This design comes from an exercise in tuning for small area and a short achievable clock period on the open sky130 flow, not from production work. No functional check of the RTL was part of this run. Power and IR drop assume default switching activity.

**flow/design.v**
```verilog
module iq_comp (
	input clk, RESETn,
	input freeze_iqcomp,
	input [1:0] op_mode,
	input [3:0] Ix, Qx,
	input signed [12:0] Wr_in, Wj_in,
	output reg signed [3:0] Iy, Qy,
	output wire settled,
	output reg signed [12:0] Wr, Wj
);
assign settled = freeze_iqcomp;
wire [3:0] xi = {~Ix[3], Ix[2:0]};
wire [3:0] xq = {~Qx[3], Qx[2:0]};
wire int_w = ~op_mode[1] & op_mode[0];
wire [12:0] ur = int_w ? Wr : Wr_in;
wire [12:0] uj = int_w ? Wj : Wj_in;
wire [2:0] ei0 = {xi[1], xi[1] & ~xi[0], xi[0]};
wire [2:0] ei1 = {xi[3], (xi[3] ^ xi[2]) & ~(xi[2] ^ xi[1]), xi[2] ^ xi[1]};
wire [2:0] eq0 = {xq[1], xq[1] & ~xq[0], xq[0]};
wire [2:0] eq1 = {xq[3], (xq[3] ^ xq[2]) & ~(xq[2] ^ xq[1]), xq[2] ^ xq[1]};
wire [2:0] nq0 = {~eq0[2], eq0[1:0]};
wire [2:0] nq1 = {~eq1[2], eq1[1:0]};
wire [12:0] ei0_ur;
assign ei0_ur[0] = ((ei0[0] & ur[0]) | (ei0[1] & 1'b0)) ^ ei0[2];
assign ei0_ur[1] = ((ei0[0] & ur[1]) | (ei0[1] & ur[0])) ^ ei0[2];
assign ei0_ur[2] = ((ei0[0] & ur[2]) | (ei0[1] & ur[1])) ^ ei0[2];
assign ei0_ur[3] = ((ei0[0] & ur[3]) | (ei0[1] & ur[2])) ^ ei0[2];
assign ei0_ur[4] = ((ei0[0] & ur[4]) | (ei0[1] & ur[3])) ^ ei0[2];
assign ei0_ur[5] = ((ei0[0] & ur[5]) | (ei0[1] & ur[4])) ^ ei0[2];
assign ei0_ur[6] = ((ei0[0] & ur[6]) | (ei0[1] & ur[5])) ^ ei0[2];
assign ei0_ur[7] = ((ei0[0] & ur[7]) | (ei0[1] & ur[6])) ^ ei0[2];
assign ei0_ur[8] = ((ei0[0] & ur[8]) | (ei0[1] & ur[7])) ^ ei0[2];
assign ei0_ur[9] = ((ei0[0] & ur[9]) | (ei0[1] & ur[8])) ^ ei0[2];
assign ei0_ur[10] = ((ei0[0] & ur[10]) | (ei0[1] & ur[9])) ^ ei0[2];
assign ei0_ur[11] = ((ei0[0] & ur[11]) | (ei0[1] & ur[10])) ^ ei0[2];
assign ei0_ur[12] = ((ei0[0] & ur[12]) | (ei0[1] & ur[11])) ^ ei0[2];
wire [12:0] ei0_uj;
assign ei0_uj[0] = ((ei0[0] & uj[0]) | (ei0[1] & 1'b0)) ^ ei0[2];
assign ei0_uj[1] = ((ei0[0] & uj[1]) | (ei0[1] & uj[0])) ^ ei0[2];
assign ei0_uj[2] = ((ei0[0] & uj[2]) | (ei0[1] & uj[1])) ^ ei0[2];
assign ei0_uj[3] = ((ei0[0] & uj[3]) | (ei0[1] & uj[2])) ^ ei0[2];
assign ei0_uj[4] = ((ei0[0] & uj[4]) | (ei0[1] & uj[3])) ^ ei0[2];
assign ei0_uj[5] = ((ei0[0] & uj[5]) | (ei0[1] & uj[4])) ^ ei0[2];
assign ei0_uj[6] = ((ei0[0] & uj[6]) | (ei0[1] & uj[5])) ^ ei0[2];
assign ei0_uj[7] = ((ei0[0] & uj[7]) | (ei0[1] & uj[6])) ^ ei0[2];
assign ei0_uj[8] = ((ei0[0] & uj[8]) | (ei0[1] & uj[7])) ^ ei0[2];
assign ei0_uj[9] = ((ei0[0] & uj[9]) | (ei0[1] & uj[8])) ^ ei0[2];
assign ei0_uj[10] = ((ei0[0] & uj[10]) | (ei0[1] & uj[9])) ^ ei0[2];
assign ei0_uj[11] = ((ei0[0] & uj[11]) | (ei0[1] & uj[10])) ^ ei0[2];
assign ei0_uj[12] = ((ei0[0] & uj[12]) | (ei0[1] & uj[11])) ^ ei0[2];
wire [10:0] ei1_ur;
assign ei1_ur[0] = ((ei1[0] & ur[0]) | (ei1[1] & 1'b0)) ^ ei1[2];
assign ei1_ur[1] = ((ei1[0] & ur[1]) | (ei1[1] & ur[0])) ^ ei1[2];
assign ei1_ur[2] = ((ei1[0] & ur[2]) | (ei1[1] & ur[1])) ^ ei1[2];
assign ei1_ur[3] = ((ei1[0] & ur[3]) | (ei1[1] & ur[2])) ^ ei1[2];
assign ei1_ur[4] = ((ei1[0] & ur[4]) | (ei1[1] & ur[3])) ^ ei1[2];
assign ei1_ur[5] = ((ei1[0] & ur[5]) | (ei1[1] & ur[4])) ^ ei1[2];
assign ei1_ur[6] = ((ei1[0] & ur[6]) | (ei1[1] & ur[5])) ^ ei1[2];
assign ei1_ur[7] = ((ei1[0] & ur[7]) | (ei1[1] & ur[6])) ^ ei1[2];
assign ei1_ur[8] = ((ei1[0] & ur[8]) | (ei1[1] & ur[7])) ^ ei1[2];
assign ei1_ur[9] = ((ei1[0] & ur[9]) | (ei1[1] & ur[8])) ^ ei1[2];
assign ei1_ur[10] = ((ei1[0] & ur[10]) | (ei1[1] & ur[9])) ^ ei1[2];
wire [10:0] ei1_uj;
assign ei1_uj[0] = ((ei1[0] & uj[0]) | (ei1[1] & 1'b0)) ^ ei1[2];
assign ei1_uj[1] = ((ei1[0] & uj[1]) | (ei1[1] & uj[0])) ^ ei1[2];
assign ei1_uj[2] = ((ei1[0] & uj[2]) | (ei1[1] & uj[1])) ^ ei1[2];
assign ei1_uj[3] = ((ei1[0] & uj[3]) | (ei1[1] & uj[2])) ^ ei1[2];
assign ei1_uj[4] = ((ei1[0] & uj[4]) | (ei1[1] & uj[3])) ^ ei1[2];
assign ei1_uj[5] = ((ei1[0] & uj[5]) | (ei1[1] & uj[4])) ^ ei1[2];
assign ei1_uj[6] = ((ei1[0] & uj[6]) | (ei1[1] & uj[5])) ^ ei1[2];
assign ei1_uj[7] = ((ei1[0] & uj[7]) | (ei1[1] & uj[6])) ^ ei1[2];
assign ei1_uj[8] = ((ei1[0] & uj[8]) | (ei1[1] & uj[7])) ^ ei1[2];
assign ei1_uj[9] = ((ei1[0] & uj[9]) | (ei1[1] & uj[8])) ^ ei1[2];
assign ei1_uj[10] = ((ei1[0] & uj[10]) | (ei1[1] & uj[9])) ^ ei1[2];
wire [12:0] eq0_uj;
assign eq0_uj[0] = ((eq0[0] & uj[0]) | (eq0[1] & 1'b0)) ^ eq0[2];
assign eq0_uj[1] = ((eq0[0] & uj[1]) | (eq0[1] & uj[0])) ^ eq0[2];
assign eq0_uj[2] = ((eq0[0] & uj[2]) | (eq0[1] & uj[1])) ^ eq0[2];
assign eq0_uj[3] = ((eq0[0] & uj[3]) | (eq0[1] & uj[2])) ^ eq0[2];
assign eq0_uj[4] = ((eq0[0] & uj[4]) | (eq0[1] & uj[3])) ^ eq0[2];
assign eq0_uj[5] = ((eq0[0] & uj[5]) | (eq0[1] & uj[4])) ^ eq0[2];
assign eq0_uj[6] = ((eq0[0] & uj[6]) | (eq0[1] & uj[5])) ^ eq0[2];
assign eq0_uj[7] = ((eq0[0] & uj[7]) | (eq0[1] & uj[6])) ^ eq0[2];
assign eq0_uj[8] = ((eq0[0] & uj[8]) | (eq0[1] & uj[7])) ^ eq0[2];
assign eq0_uj[9] = ((eq0[0] & uj[9]) | (eq0[1] & uj[8])) ^ eq0[2];
assign eq0_uj[10] = ((eq0[0] & uj[10]) | (eq0[1] & uj[9])) ^ eq0[2];
assign eq0_uj[11] = ((eq0[0] & uj[11]) | (eq0[1] & uj[10])) ^ eq0[2];
assign eq0_uj[12] = ((eq0[0] & uj[12]) | (eq0[1] & uj[11])) ^ eq0[2];
wire [10:0] eq1_uj;
assign eq1_uj[0] = ((eq1[0] & uj[0]) | (eq1[1] & 1'b0)) ^ eq1[2];
assign eq1_uj[1] = ((eq1[0] & uj[1]) | (eq1[1] & uj[0])) ^ eq1[2];
assign eq1_uj[2] = ((eq1[0] & uj[2]) | (eq1[1] & uj[1])) ^ eq1[2];
assign eq1_uj[3] = ((eq1[0] & uj[3]) | (eq1[1] & uj[2])) ^ eq1[2];
assign eq1_uj[4] = ((eq1[0] & uj[4]) | (eq1[1] & uj[3])) ^ eq1[2];
assign eq1_uj[5] = ((eq1[0] & uj[5]) | (eq1[1] & uj[4])) ^ eq1[2];
assign eq1_uj[6] = ((eq1[0] & uj[6]) | (eq1[1] & uj[5])) ^ eq1[2];
assign eq1_uj[7] = ((eq1[0] & uj[7]) | (eq1[1] & uj[6])) ^ eq1[2];
assign eq1_uj[8] = ((eq1[0] & uj[8]) | (eq1[1] & uj[7])) ^ eq1[2];
assign eq1_uj[9] = ((eq1[0] & uj[9]) | (eq1[1] & uj[8])) ^ eq1[2];
assign eq1_uj[10] = ((eq1[0] & uj[10]) | (eq1[1] & uj[9])) ^ eq1[2];
wire [12:0] nq0_ur;
assign nq0_ur[0] = ((nq0[0] & ur[0]) | (nq0[1] & 1'b0)) ^ nq0[2];
assign nq0_ur[1] = ((nq0[0] & ur[1]) | (nq0[1] & ur[0])) ^ nq0[2];
assign nq0_ur[2] = ((nq0[0] & ur[2]) | (nq0[1] & ur[1])) ^ nq0[2];
assign nq0_ur[3] = ((nq0[0] & ur[3]) | (nq0[1] & ur[2])) ^ nq0[2];
assign nq0_ur[4] = ((nq0[0] & ur[4]) | (nq0[1] & ur[3])) ^ nq0[2];
assign nq0_ur[5] = ((nq0[0] & ur[5]) | (nq0[1] & ur[4])) ^ nq0[2];
assign nq0_ur[6] = ((nq0[0] & ur[6]) | (nq0[1] & ur[5])) ^ nq0[2];
assign nq0_ur[7] = ((nq0[0] & ur[7]) | (nq0[1] & ur[6])) ^ nq0[2];
assign nq0_ur[8] = ((nq0[0] & ur[8]) | (nq0[1] & ur[7])) ^ nq0[2];
assign nq0_ur[9] = ((nq0[0] & ur[9]) | (nq0[1] & ur[8])) ^ nq0[2];
assign nq0_ur[10] = ((nq0[0] & ur[10]) | (nq0[1] & ur[9])) ^ nq0[2];
assign nq0_ur[11] = ((nq0[0] & ur[11]) | (nq0[1] & ur[10])) ^ nq0[2];
assign nq0_ur[12] = ((nq0[0] & ur[12]) | (nq0[1] & ur[11])) ^ nq0[2];
wire [10:0] nq1_ur;
assign nq1_ur[0] = ((nq1[0] & ur[0]) | (nq1[1] & 1'b0)) ^ nq1[2];
assign nq1_ur[1] = ((nq1[0] & ur[1]) | (nq1[1] & ur[0])) ^ nq1[2];
assign nq1_ur[2] = ((nq1[0] & ur[2]) | (nq1[1] & ur[1])) ^ nq1[2];
assign nq1_ur[3] = ((nq1[0] & ur[3]) | (nq1[1] & ur[2])) ^ nq1[2];
assign nq1_ur[4] = ((nq1[0] & ur[4]) | (nq1[1] & ur[3])) ^ nq1[2];
assign nq1_ur[5] = ((nq1[0] & ur[5]) | (nq1[1] & ur[4])) ^ nq1[2];
assign nq1_ur[6] = ((nq1[0] & ur[6]) | (nq1[1] & ur[5])) ^ nq1[2];
assign nq1_ur[7] = ((nq1[0] & ur[7]) | (nq1[1] & ur[6])) ^ nq1[2];
assign nq1_ur[8] = ((nq1[0] & ur[8]) | (nq1[1] & ur[7])) ^ nq1[2];
assign nq1_ur[9] = ((nq1[0] & ur[9]) | (nq1[1] & ur[8])) ^ nq1[2];
assign nq1_ur[10] = ((nq1[0] & ur[10]) | (nq1[1] & ur[9])) ^ nq1[2];
wire ta_1, ta_2; iq_fa u_ta_1 (.a(ei1[2]), .b(eq1[2]), .c(ei0_ur[2]), .s(ta_1), .co(ta_2));
wire ta_3, ta_4; iq_ha u_ta_3 (.a(ei0_ur[3]), .b(ei1_ur[1]), .s(ta_3), .co(ta_4));
wire ta_5, ta_6; iq_ha u_ta_5 (.a(ei0_ur[4]), .b(ei1_ur[2]), .s(ta_5), .co(ta_6));
wire ta_7, ta_8; iq_ha u_ta_7 (.a(ei0_ur[5]), .b(ei1_ur[3]), .s(ta_7), .co(ta_8));
wire ta_9, ta_10; iq_ha u_ta_9 (.a(ei0_ur[6]), .b(ei1_ur[4]), .s(ta_9), .co(ta_10));
wire ta_11, ta_12; iq_ha u_ta_11 (.a(ei0_ur[7]), .b(ei1_ur[5]), .s(ta_11), .co(ta_12));
wire ta_13, ta_14; iq_ha u_ta_13 (.a(ei0_ur[8]), .b(ei1_ur[6]), .s(ta_13), .co(ta_14));
wire ta_15, ta_16; iq_ha u_ta_15 (.a(ei0_ur[9]), .b(ei1_ur[7]), .s(ta_15), .co(ta_16));
wire ta_17, ta_18; iq_ha u_ta_17 (.a(ei0_ur[10]), .b(ei1_ur[8]), .s(ta_17), .co(ta_18));
wire ta_19, ta_20; iq_ha u_ta_19 (.a(ei0_ur[11]), .b(ei1_ur[9]), .s(ta_19), .co(ta_20));
wire ta_21 = ei0_ur[12] ^ ei1_ur[10];
wire ta_23, ta_24; iq_ha u_ta_23 (.a(ei0[2]), .b(eq0[2]), .s(ta_23), .co(ta_24));
wire ta_25, ta_26; iq_ha u_ta_25 (.a(ei1_ur[0]), .b(eq0_uj[2]), .s(ta_25), .co(ta_26));
wire ta_27, ta_28; iq_fa u_ta_27 (.a(eq0_uj[3]), .b(eq1_uj[1]), .c(ta_3), .s(ta_27), .co(ta_28));
wire ta_29, ta_30; iq_fa u_ta_29 (.a(eq0_uj[4]), .b(eq1_uj[2]), .c(ta_5), .s(ta_29), .co(ta_30));
wire ta_31, ta_32; iq_fa u_ta_31 (.a(eq0_uj[5]), .b(eq1_uj[3]), .c(ta_7), .s(ta_31), .co(ta_32));
wire ta_33, ta_34; iq_fa u_ta_33 (.a(eq0_uj[6]), .b(eq1_uj[4]), .c(ta_9), .s(ta_33), .co(ta_34));
wire ta_35, ta_36; iq_fa u_ta_35 (.a(eq0_uj[7]), .b(eq1_uj[5]), .c(ta_11), .s(ta_35), .co(ta_36));
wire ta_37, ta_38; iq_fa u_ta_37 (.a(eq0_uj[8]), .b(eq1_uj[6]), .c(ta_13), .s(ta_37), .co(ta_38));
wire ta_39, ta_40; iq_fa u_ta_39 (.a(eq0_uj[9]), .b(eq1_uj[7]), .c(ta_15), .s(ta_39), .co(ta_40));
wire ta_41, ta_42; iq_fa u_ta_41 (.a(eq0_uj[10]), .b(eq1_uj[8]), .c(ta_17), .s(ta_41), .co(ta_42));
wire ta_43, ta_44; iq_fa u_ta_43 (.a(eq0_uj[11]), .b(eq1_uj[9]), .c(ta_19), .s(ta_43), .co(ta_44));
wire ta_45 = eq0_uj[12] ^ eq1_uj[10] ^ ta_21;
wire ta_47, ta_48; iq_ha u_ta_47 (.a(ta_23), .b(ei0_ur[0]), .s(ta_47), .co(ta_48));
wire ta_49, ta_50; iq_fa u_ta_49 (.a(ta_24), .b(ei0_ur[1]), .c(eq0_uj[1]), .s(ta_49), .co(ta_50));
wire ta_51, ta_52; iq_fa u_ta_51 (.a(eq1_uj[0]), .b(ta_25), .c(ta_1), .s(ta_51), .co(ta_52));
wire ta_53, ta_54; iq_fa u_ta_53 (.a(ta_26), .b(ta_2), .c(ta_27), .s(ta_53), .co(ta_54));
wire ta_55, ta_56; iq_fa u_ta_55 (.a(ta_4), .b(ta_29), .c(ta_28), .s(ta_55), .co(ta_56));
wire ta_57, ta_58; iq_fa u_ta_57 (.a(ta_6), .b(ta_31), .c(ta_30), .s(ta_57), .co(ta_58));
wire ta_59, ta_60; iq_fa u_ta_59 (.a(ta_8), .b(ta_33), .c(ta_32), .s(ta_59), .co(ta_60));
wire ta_61, ta_62; iq_fa u_ta_61 (.a(ta_10), .b(ta_35), .c(ta_34), .s(ta_61), .co(ta_62));
wire ta_63, ta_64; iq_fa u_ta_63 (.a(ta_12), .b(ta_37), .c(ta_36), .s(ta_63), .co(ta_64));
wire ta_65, ta_66; iq_fa u_ta_65 (.a(ta_14), .b(ta_39), .c(ta_38), .s(ta_65), .co(ta_66));
wire ta_67, ta_68; iq_fa u_ta_67 (.a(ta_16), .b(ta_41), .c(ta_40), .s(ta_67), .co(ta_68));
wire ta_69, ta_70; iq_fa u_ta_69 (.a(ta_18), .b(ta_43), .c(ta_42), .s(ta_69), .co(ta_70));
wire ta_71 = ta_20 ^ ta_45 ^ ta_44;
wire [12:0] taA = {ta_71, ta_69, ta_67, ta_65, ta_63, ta_61, ta_59, ta_57, ta_55, ta_52, ta_50, ta_48, eq0_uj[0]};
wire [12:0] taB = {ta_70, ta_68, ta_66, ta_64, ta_62, ta_60, ta_58, ta_56, ta_54, ta_53, ta_51, ta_49, ta_47};
wire tb_1, tb_2; iq_fa u_tb_1 (.a(ei1[2]), .b(nq1[2]), .c(ei0_uj[2]), .s(tb_1), .co(tb_2));
wire tb_3, tb_4; iq_ha u_tb_3 (.a(ei0_uj[3]), .b(ei1_uj[1]), .s(tb_3), .co(tb_4));
wire tb_5, tb_6; iq_ha u_tb_5 (.a(ei0_uj[4]), .b(ei1_uj[2]), .s(tb_5), .co(tb_6));
wire tb_7, tb_8; iq_ha u_tb_7 (.a(ei0_uj[5]), .b(ei1_uj[3]), .s(tb_7), .co(tb_8));
wire tb_9, tb_10; iq_ha u_tb_9 (.a(ei0_uj[6]), .b(ei1_uj[4]), .s(tb_9), .co(tb_10));
wire tb_11, tb_12; iq_ha u_tb_11 (.a(ei0_uj[7]), .b(ei1_uj[5]), .s(tb_11), .co(tb_12));
wire tb_13, tb_14; iq_ha u_tb_13 (.a(ei0_uj[8]), .b(ei1_uj[6]), .s(tb_13), .co(tb_14));
wire tb_15, tb_16; iq_ha u_tb_15 (.a(ei0_uj[9]), .b(ei1_uj[7]), .s(tb_15), .co(tb_16));
wire tb_17, tb_18; iq_ha u_tb_17 (.a(ei0_uj[10]), .b(ei1_uj[8]), .s(tb_17), .co(tb_18));
wire tb_19, tb_20; iq_ha u_tb_19 (.a(ei0_uj[11]), .b(ei1_uj[9]), .s(tb_19), .co(tb_20));
wire tb_21 = ei0_uj[12] ^ ei1_uj[10];
wire tb_23, tb_24; iq_ha u_tb_23 (.a(ei0[2]), .b(nq0[2]), .s(tb_23), .co(tb_24));
wire tb_25, tb_26; iq_ha u_tb_25 (.a(ei1_uj[0]), .b(nq0_ur[2]), .s(tb_25), .co(tb_26));
wire tb_27, tb_28; iq_fa u_tb_27 (.a(nq0_ur[3]), .b(nq1_ur[1]), .c(tb_3), .s(tb_27), .co(tb_28));
wire tb_29, tb_30; iq_fa u_tb_29 (.a(nq0_ur[4]), .b(nq1_ur[2]), .c(tb_5), .s(tb_29), .co(tb_30));
wire tb_31, tb_32; iq_fa u_tb_31 (.a(nq0_ur[5]), .b(nq1_ur[3]), .c(tb_7), .s(tb_31), .co(tb_32));
wire tb_33, tb_34; iq_fa u_tb_33 (.a(nq0_ur[6]), .b(nq1_ur[4]), .c(tb_9), .s(tb_33), .co(tb_34));
wire tb_35, tb_36; iq_fa u_tb_35 (.a(nq0_ur[7]), .b(nq1_ur[5]), .c(tb_11), .s(tb_35), .co(tb_36));
wire tb_37, tb_38; iq_fa u_tb_37 (.a(nq0_ur[8]), .b(nq1_ur[6]), .c(tb_13), .s(tb_37), .co(tb_38));
wire tb_39, tb_40; iq_fa u_tb_39 (.a(nq0_ur[9]), .b(nq1_ur[7]), .c(tb_15), .s(tb_39), .co(tb_40));
wire tb_41, tb_42; iq_fa u_tb_41 (.a(nq0_ur[10]), .b(nq1_ur[8]), .c(tb_17), .s(tb_41), .co(tb_42));
wire tb_43, tb_44; iq_fa u_tb_43 (.a(nq0_ur[11]), .b(nq1_ur[9]), .c(tb_19), .s(tb_43), .co(tb_44));
wire tb_45 = nq0_ur[12] ^ nq1_ur[10] ^ tb_21;
wire tb_47, tb_48; iq_ha u_tb_47 (.a(tb_23), .b(ei0_uj[0]), .s(tb_47), .co(tb_48));
wire tb_49, tb_50; iq_fa u_tb_49 (.a(tb_24), .b(ei0_uj[1]), .c(nq0_ur[1]), .s(tb_49), .co(tb_50));
wire tb_51, tb_52; iq_fa u_tb_51 (.a(nq1_ur[0]), .b(tb_25), .c(tb_1), .s(tb_51), .co(tb_52));
wire tb_53, tb_54; iq_fa u_tb_53 (.a(tb_26), .b(tb_2), .c(tb_27), .s(tb_53), .co(tb_54));
wire tb_55, tb_56; iq_fa u_tb_55 (.a(tb_4), .b(tb_29), .c(tb_28), .s(tb_55), .co(tb_56));
wire tb_57, tb_58; iq_fa u_tb_57 (.a(tb_6), .b(tb_31), .c(tb_30), .s(tb_57), .co(tb_58));
wire tb_59, tb_60; iq_fa u_tb_59 (.a(tb_8), .b(tb_33), .c(tb_32), .s(tb_59), .co(tb_60));
wire tb_61, tb_62; iq_fa u_tb_61 (.a(tb_10), .b(tb_35), .c(tb_34), .s(tb_61), .co(tb_62));
wire tb_63, tb_64; iq_fa u_tb_63 (.a(tb_12), .b(tb_37), .c(tb_36), .s(tb_63), .co(tb_64));
wire tb_65, tb_66; iq_fa u_tb_65 (.a(tb_14), .b(tb_39), .c(tb_38), .s(tb_65), .co(tb_66));
wire tb_67, tb_68; iq_fa u_tb_67 (.a(tb_16), .b(tb_41), .c(tb_40), .s(tb_67), .co(tb_68));
wire tb_69, tb_70; iq_fa u_tb_69 (.a(tb_18), .b(tb_43), .c(tb_42), .s(tb_69), .co(tb_70));
wire tb_71 = tb_20 ^ tb_45 ^ tb_44;
wire [12:0] tbA = {tb_71, tb_69, tb_67, tb_65, tb_63, tb_61, tb_59, tb_57, tb_55, tb_52, tb_50, tb_48, nq0_ur[0]};
wire [12:0] tbB = {tb_70, tb_68, tb_66, tb_64, tb_62, tb_60, tb_58, tb_56, tb_54, tb_53, tb_51, tb_49, tb_47};
wire tr_1, tr_2; iq_fa u_tr_1 (.a(Wr[4]), .b(Qy[2]), .c((Qy[1] & Qy[2])), .s(tr_1), .co(tr_2));
wire tr_3, tr_4; iq_fa u_tr_3 (.a(Wr[2]), .b(Qy[1]), .c((Qy[0] & Qy[1])), .s(tr_3), .co(tr_4));
wire tr_5, tr_6; iq_ha u_tr_5 (.a(Wr[3]), .b((Qy[0] & Qy[2])), .s(tr_5), .co(tr_6));
wire tr_7, tr_8; iq_fa u_tr_7 (.a(~(Qy[0] & Qy[3])), .b(~Iy[2]), .c(~(Iy[1] & Iy[2])), .s(tr_7), .co(tr_8));
wire tr_9, tr_10; iq_ha u_tr_9 (.a((Iy[0] & Iy[3])), .b(tr_1), .s(tr_9), .co(tr_10));
wire tr_11, tr_12; iq_fa u_tr_11 (.a(Wr[5]), .b(~(Qy[1] & Qy[3])), .c((Iy[1] & Iy[3])), .s(tr_11), .co(tr_12));
wire tr_13, tr_14; iq_ha u_tr_13 (.a(Wr[6]), .b((Qy[3] & ~Qy[2])), .s(tr_13), .co(tr_14));
wire tr_15, tr_16; iq_ha u_tr_15 (.a(Wr[0]), .b(Qy[0]), .s(tr_15), .co(tr_16));
wire tr_17, tr_18; iq_ha u_tr_17 (.a(~Iy[1]), .b(~(Iy[0] & Iy[1])), .s(tr_17), .co(tr_18));
wire tr_19, tr_20; iq_fa u_tr_19 (.a(~(Iy[0] & Iy[2])), .b(tr_5), .c(tr_4), .s(tr_19), .co(tr_20));
wire tr_21, tr_22; iq_fa u_tr_21 (.a(tr_6), .b(tr_7), .c(tr_9), .s(tr_21), .co(tr_22));
wire tr_23, tr_24; iq_fa u_tr_23 (.a(tr_11), .b(tr_2), .c(tr_8), .s(tr_23), .co(tr_24));
wire tr_25, tr_26; iq_fa u_tr_25 (.a(~(Iy[3] & ~Iy[2])), .b(tr_13), .c(tr_12), .s(tr_25), .co(tr_26));
wire tr_27, tr_28; iq_ha u_tr_27 (.a(~Iy[0]), .b(tr_15), .s(tr_27), .co(tr_28));
wire tr_29 = ~(Wr[1] ^ tr_16);
wire tr_30 = Wr[1] | tr_16;
wire tr_31 = ~(tr_17 ^ tr_3);
wire tr_32 = tr_17 | tr_3;
wire tr_33 = ~(tr_18 ^ tr_19);
wire tr_34 = tr_18 | tr_19;
wire tr_35 = ~(tr_20 ^ tr_21);
wire tr_36 = tr_20 | tr_21;
wire tr_37, tr_38; iq_fa u_tr_37 (.a(tr_10), .b(tr_23), .c(tr_22), .s(tr_37), .co(tr_38));
wire tr_39 = ~(tr_25 ^ tr_24);
wire tr_40 = tr_25 | tr_24;
wire tr_41, tr_42; iq_fa u_tr_41 (.a(Wr[7]), .b(tr_14), .c(tr_26), .s(tr_41), .co(tr_42));
wire tr_43 = ~Wr[8];
wire tr_44 = Wr[8];
wire tr_45 = ~Wr[9];
wire tr_46 = Wr[9];
wire tr_47 = ~Wr[10];
wire tr_48 = Wr[10];
wire tr_49 = ~Wr[11];
wire tr_50 = Wr[11];
wire tr_51 = ~Wr[12];
wire [12:0] wrA = {tr_51, tr_49, tr_47, tr_45, tr_42, tr_41, tr_38, tr_37, tr_35, tr_33, tr_31, tr_28, tr_27};
wire [12:0] wrB = {tr_50, tr_48, tr_46, tr_44, tr_43, tr_40, tr_39, tr_36, tr_34, tr_32, tr_30, tr_29, 1'b1};
wire tj_1, tj_2; iq_ha u_tj_1 (.a(Wj[3]), .b(~(Iy[0] & Qy[2])), .s(tj_1), .co(tj_2));
wire tj_3, tj_4; iq_fa u_tj_3 (.a(Wj[4]), .b((Iy[0] & Qy[3])), .c(~(Iy[1] & Qy[2])), .s(tj_3), .co(tj_4));
wire tj_5, tj_6; iq_ha u_tj_5 (.a(~(Iy[2] & Qy[1])), .b((Iy[3] & Qy[0])), .s(tj_5), .co(tj_6));
wire tj_7, tj_8; iq_fa u_tj_7 (.a(Wj[5]), .b((Iy[1] & Qy[3])), .c(~(Iy[2] & Qy[2])), .s(tj_7), .co(tj_8));
wire tj_9, tj_10; iq_ha u_tj_9 (.a(Wj[2]), .b(~(Iy[0] & Qy[1])), .s(tj_9), .co(tj_10));
wire tj_11, tj_12; iq_fa u_tj_11 (.a(~(Iy[1] & Qy[1])), .b(~(Iy[2] & Qy[0])), .c(tj_1), .s(tj_11), .co(tj_12));
wire tj_13, tj_14; iq_fa u_tj_13 (.a(tj_5), .b(tj_2), .c(tj_3), .s(tj_13), .co(tj_14));
wire tj_15, tj_16; iq_fa u_tj_15 (.a((Iy[3] & Qy[1])), .b(tj_6), .c(tj_7), .s(tj_15), .co(tj_16));
wire tj_17, tj_18; iq_fa u_tj_17 (.a(Wj[6]), .b((Iy[2] & Qy[3])), .c((Iy[3] & Qy[2])), .s(tj_17), .co(tj_18));
wire tj_19, tj_20; iq_ha u_tj_19 (.a(Wj[1]), .b(~(Iy[0] & Qy[0])), .s(tj_19), .co(tj_20));
wire tj_21 = ~(~(Iy[1] & Qy[0]) ^ tj_9);
wire tj_22 = ~(Iy[1] & Qy[0]) | tj_9;
wire tj_23 = ~(tj_10 ^ tj_11);
wire tj_24 = tj_10 | tj_11;
wire tj_25 = ~(tj_12 ^ tj_13);
wire tj_26 = tj_12 | tj_13;
wire tj_27, tj_28; iq_fa u_tj_27 (.a(tj_4), .b(tj_15), .c(tj_14), .s(tj_27), .co(tj_28));
wire tj_29, tj_30; iq_fa u_tj_29 (.a(tj_17), .b(tj_8), .c(tj_16), .s(tj_29), .co(tj_30));
wire tj_31, tj_32; iq_fa u_tj_31 (.a(Wj[7]), .b(~(Iy[3] & Qy[3])), .c(tj_18), .s(tj_31), .co(tj_32));
wire tj_33 = ~Wj[8];
wire tj_34 = Wj[8];
wire tj_35 = ~Wj[9];
wire tj_36 = Wj[9];
wire tj_37 = ~Wj[10];
wire tj_38 = Wj[10];
wire tj_39 = ~Wj[11];
wire tj_40 = Wj[11];
wire tj_41 = ~Wj[12];
wire [12:0] wjA = {tj_41, tj_39, tj_37, tj_35, tj_32, tj_31, tj_29, tj_27, tj_25, tj_23, tj_20, tj_19, Wj[0]};
wire [12:0] wjB = {tj_40, tj_38, tj_36, tj_34, tj_33, tj_30, tj_28, tj_26, tj_24, tj_22, tj_21, 1'b1, 1'b0};
wire [12:0] a = taA + taB;
wire [12:0] b = tbA + tbB;
wire [12:0] wr_nx = wrA + wrB;
wire [12:0] wj_nx = wjA + wjB;
wire [4:0] ti = {xi[3], xi} + {a[12], a[12:9]};
wire [4:0] tq = {xq[3], xq} + {b[12], b[12:9]};
wire [3:0] ci = (ti[4] != ti[3]) ? {ti[4], {3{~ti[4]}}} : ti[3:0];
wire [3:0] cq = (tq[4] != tq[3]) ? {tq[4], {3{~tq[4]}}} : tq[3:0];
always @(posedge clk) begin
	if (~RESETn) begin
		Iy <= 0; Qy <= 0; Wr <= 0; Wj <= 0;
	end else begin
		if (op_mode[0] ^ op_mode[1]) begin
			Iy <= ci; Qy <= cq;
		end else begin
			Iy <= xi; Qy <= xq;
		end
		case (op_mode)
			2'b01: if (!freeze_iqcomp) begin
				Wr <= wr_nx;
				Wj <= wj_nx;
			end
			2'b10: begin Wr <= Wr_in; Wj <= Wj_in; end
			default: begin Wr <= 0; Wj <= 0; end
		endcase
	end
end
endmodule
module iq_fa (input a, b, c, output s, co);
assign {co, s} = a + b + c;
endmodule
module iq_ha (input a, b, output s, co);
assign {co, s} = a + b;
endmodule
```
**flow/run.sh**
```bash
#!/bin/bash
# synth_recipe.tcl (not shown) runs the flow's synth.tcl, then flattens the netlist and writes it again
# the make line also repeats each setting of config.mk as NAME=value (left out here)
make -C /OpenROAD-flow-scripts/flow DESIGN_CONFIG=/design/flow/config.mk WORK_HOME=/design/flow/orfs CLKGATE_MAP_FILE= SYNTH_SCRIPT=/design/flow/synth_recipe.tcl finish
```
**flow/config.mk**
```make
export PLATFORM = sky130hd
export DESIGN_NAME = iq_comp
export DESIGN_NICKNAME = iq_comp
export VERILOG_FILES = /design/flow/design.v
export SDC_FILE = /design/flow/constraint.sdc
export NUM_CORES = 4
export LEC_CHECK = 0
export CAP_MARGIN = 20
export CORE_MARGIN = 2
export CORE_UTILIZATION = 40
export SLEW_MARGIN = 20
export SYNTH_HIERARCHICAL = 1
export SYNTH_MINIMUM_KEEP_SIZE = 0
```
**flow/constraint.sdc**
```tcl
create_clock -name core_clock -period 8.0 [get_ports {clk}]
set_input_delay 1.6000 -clock core_clock [delete_from_list [all_inputs] [get_ports {clk}]]
set_output_delay 1.6000 -clock core_clock [all_outputs]
set_load 0.01 [all_outputs]
```
==> results.cfg <==
[detailed_routing]
avgRoutedWirePerCell_um = 20.3
drt-initial-drc-count = 903
wirelength_um = 30400
dr_vias = 9063
drc = 0
drt_pre_antenna_iters = 6
route.met2.wl_um = 14000
antenna_left = 0
detail_route.wirelength.met1_um = 13700
detail_route.vias_per_cell = 6.06
dr_wl_met3_um = 2040
maxUsedRoutingLayer = met4

[synthesis]
syn_nets = 1382
postSynthCellCount = 1182
synthFlopType = dfxtp_1
async_flop_share = 0
syn_area_mm2 = 0.00902
yosysWarningCount = 7
synth_area_per_cell_um2 = 7.63
yosys.cell_types.count = 68
ys_seq_elements = 34
synth_edf_count = 0
synth-seq-area-share = 0.0755

[floorplanning]
floorplan.rows = 54
design.portCount = 74
width_of_the_chip_um = 154
die_height_um = 154
core_mm2 = 0.0220
die-area_mm2 = 0.0238
initial_core_util = 0.411

[timing]
post-route-period-util = 0.924
final_max_slew_viol_count = 0
fin_crit_ps = 7390
totalNegativeSetupSlack_ps = 0
timing.final.setup_violations = 0
slew_of_the_pin_with_the_lowest_slew_margin_ps = 944
slew_headroom = 0.371
worst_clk_skew_ps = 6.54
max_clock_freq_mhz = 135
grt_setup_unrepaired = no
hold_viol_final = 0

[place]
gpl.final_weighted_congestion = 0.899
port_buffers = 73
place_inst = 1487
post_dp_cell_area_mm2 = 0.00999
detailed_place_hpwl_um = 23100

[setup_path]
cell_with_the_largest_stage_delay_on_the_worst_path = fa_1
critical_path.endpoint_type = flip-flop
worstReg2RegStart = Wj[2]$_SDFFE_PN0P_
timing.setup.critical_path_class = input pin to flip-flop
crit_path_start_kind = input pin
critical_path.cell_chain = clkdlybuf4s50_1 -> ha_2 -> buf_12 -> mux2_2 -> nand2_1 -> o31ai_1 -> a22oi_1 -> o21ai_0 -> ha_1 -> fa_1 -> fa_1 -> ha_1 -> and3_1 -> a221o_1 -> nand2_1 -> a31oi_4 -> nor2_2 -> xnor2_1 -> inv_1 -> fa_1 -> nand2b_1 -> a31oi_1 -> mux2i_1 -> and2_1
crit-reg2reg-capture = Qy[3]$_SDFF_PN0_
worstPathArrival_ps = 7570
worst_path_most_repeated_cell = fa_1
timing.reg2reg.setup_slack_ps = 2420
cp_max_fo = 33
critical_path_required_ps = 8180
max_stage_delay_ps = 520
r2r.worst_path.cells = 21

[cts]
cts.hold.buffers_added = 0
number_of_buffers_inserted_to_repair_setup_after_cts = 0
total_cts_buffers = 5
tritoncts = yes
clock_insertion_delay_worst_skew_ps = 290
cts.root.buffer_cell = clkbuf_16
clockBufferDepth = 2
post_cts_resize_count = 0
clock_sink_count = 34
htreeDepth = 2
clkSlewWorstSetupHoldPaths_ps = 60

[global_route]
grt_max_degree = 72
global_route_wire_length_before_repair_um = 47600
grt.total_usage = 0.252
first_global_vias = 8369
antenna_found_initial = 1
grt_remaining_overflow = 0

[finish]
final_layout_size_suffix_gt1_frac = 0.0864
stdcell_count = 1496
most-common-layout-cells = a21oi_1, o21ai_0, nand2_1, ha_1, nor2_1
fin_nets = 1414
flow.area_growth_from_synthesis_pct = 12.4
mostFrequentLayoutCell = a21oi_1
final_design_area_no_fill_mm2 = 0.0101

[power]
netSwitchingFraction = 0.526
cellInternalPower_w = 0.00209
worst_ir_drop_vdd_uv = 400
comb_power_share = 0.879
clock_power_share = 0.047
total_leakage_power_nw = 4.07
power_density_mw_per_mm2 = 434
p_sw_w = 0.00231
seqPwrFrac = 0.074

[run]
drv.max_cap_violation_count = 0

[hold_path]
worstHoldPathType = flip-flop to flip-flop
min-delay-start = Wj[6]$_SDFFE_PN0P_
timing.hold.worst_endpoint = Wj[6]$_SDFFE_PN0P_
number_of_instances_on_the_worst_hold_path = 2

[status]
status = no timing/DRC/antenna violations
worst max path at each step:
| stage | from | end | slack, ps | cells after the start |
|---|---|---|---|---|
| after floorplan | op_mode[1] | Qy[3]$_SDFF_PN0_ | 1060 | 25 |
| after global placement | op_mode[0] | Iy[3]$_SDFF_PN0_ | 440 | 23 |
| after detailed placement | op_mode[0] | Iy[3]$_SDFF_PN0_ | 360 | 24 |
| after CTS | op_mode[0] | Qy[3]$_SDFF_PN0_ | 630 | 24 |
| after global routing | op_mode[1] | Iy[1]$_SDFF_PN0_ | 240 | 26 |
| final | op_mode[0] | Qy[3]$_SDFF_PN0_ | 610 | 24 |
flip-flops by register name, indices dropped and copies added (netlist names):
register and count:
Wr 13, Iy 4, Wj 13, Qy 4
critical path, delay by kind of cell:
kind / cells / cell delay, ps
buf+inv: 3 / 820
compound gates: 6 / 1220
simple gates: 6 / 940
fa+ha+maj: 6 / 2200
xor+xnor: 1 / 170
mux: 2 / 590
modules after synthesis (local to each module, per instance):
module / cell area (um^2) / times used
iq_ha: 12.5 / 34
iq_fa: 20.0 / 61
iq_comp: 7370 / 1
area by class of cell:
cell class / count / area, um^2
sequential: 34 / 681
clock inverter: 1 / 5.00
antenna: 1 / 2.50
multi-input combinational: 989 / 7660
timing repair buffer: 119 / 1050
tap: 280 / 350
fill: 2237 / 11800
clock buffer: 7 / 143
inverter: 65 / 244
synth_stat cells, drive strengths merged, types with 3 or more instances:
cell    number  share of area
a21oi      127          0.070
o21ai      116          0.065
nand2       99          0.041
ha          96           0.13
nor2        70          0.029
fa          65           0.14
inv         62          0.026
clkbuf      58          0.024
xnor2       43          0.042
a31oi       37          0.027
buf         36          0.025
nor3        35          0.020
dfxtp       34          0.075
a22oi       30          0.025
mux2i       29          0.033
mux2        26          0.033
o22ai       26          0.018
a21o        22          0.018
nor2b       22          0.015
maj3        21          0.023
and2        15          0.010
a221oi      10         0.0097
xor2        10          0.012
a32oi        9         0.0087
nand3        9         0.0055
o31ai        9         0.0075
o21bai       7         0.0062
a22o         6         0.0058
and3         6         0.0042
nand2b       5         0.0035
o21a         4         0.0033
a211o        3         0.0029
a222oi       3         0.0033
clkinv       3         0.0012
o221ai       3         0.0029
or3          3         0.0021
cells by family after synthesis:
group | after synthesis | share of synthesized area
AOI/OAI and AO/OA | 426 | 0.289
and+or+nand+nor | 273 | 0.139
xor gates and xnor gates | 53 | 0.0535
DFF | 34 | 0.0755
buffers and inverters | 159 | 0.0757
adders and majority gates | 182 | 0.301
muxes | 55 | 0.0659
metal layers:
metal | track usage | vias to the layer above
met5 | 0 | -
met4 | 0.0708 | 0
met3 | 0.0249 | 44
met2 | 0.410 | 352
met1 | 0.355 | 4323
li1 | - | 4344
power by group through the flow:
stage	sequential [W]	combinational [W]	clock, W
6_report	0.000326	0.00387	0.000205
5_1_grt	0.000333	0.00433	0.000212
4_1_cts	0.000323	0.00387	0.000207
3_5_place_dp	0.000327	0.00383	0
3_3_place_gp	0.000327	0.00380	0
2_1_floorplan	0.000293	0.00296	0
metrics by stage:
step           total power, W  setup slack [ps]  utilization  hold slack (ps)
6_report              0.00440               608        0.462              576
5_1_grt               0.00488               245        0.462              618
4_1_cts               0.00440               635        0.461              577
3_5_place_dp          0.00416               357        0.455              568
3_3_place_gp          0.00413               440        0.455              559
2_1_floorplan         0.00325              1060            -              508

==> static timing again, ports no longer ideal <==
The results above use ideal ports. As a check the final layout listed here was re-extracted and re-timed, cells and wires unchanged. Step 1, drivers: a clkbuf_16 drives clk and a buf_2 each remaining input, both assumed. Step 2 adds t to the input delays and takes it off the output delays; t is the mean of the earliest and latest rising clock arrival at the registers after step 1. Input paths then give back, and output paths get back, about the clock's delay inside the block. a / b / c = ideal / step 1 / step 2; a / b = the first two.
t (ns): 0.327
setup WS [ns]: 0.608 / 0.627 / 0.300
worst setup path at the end: input to register
slew at the worst register clock pin (ns): 0.06 / 0.06
pins driven straight from the clock port: 1
After both steps this run still meets setup and hold. For this run, drivers alone change the setup slack by +0.019 ns; drivers and shift together by -0.308 ns.
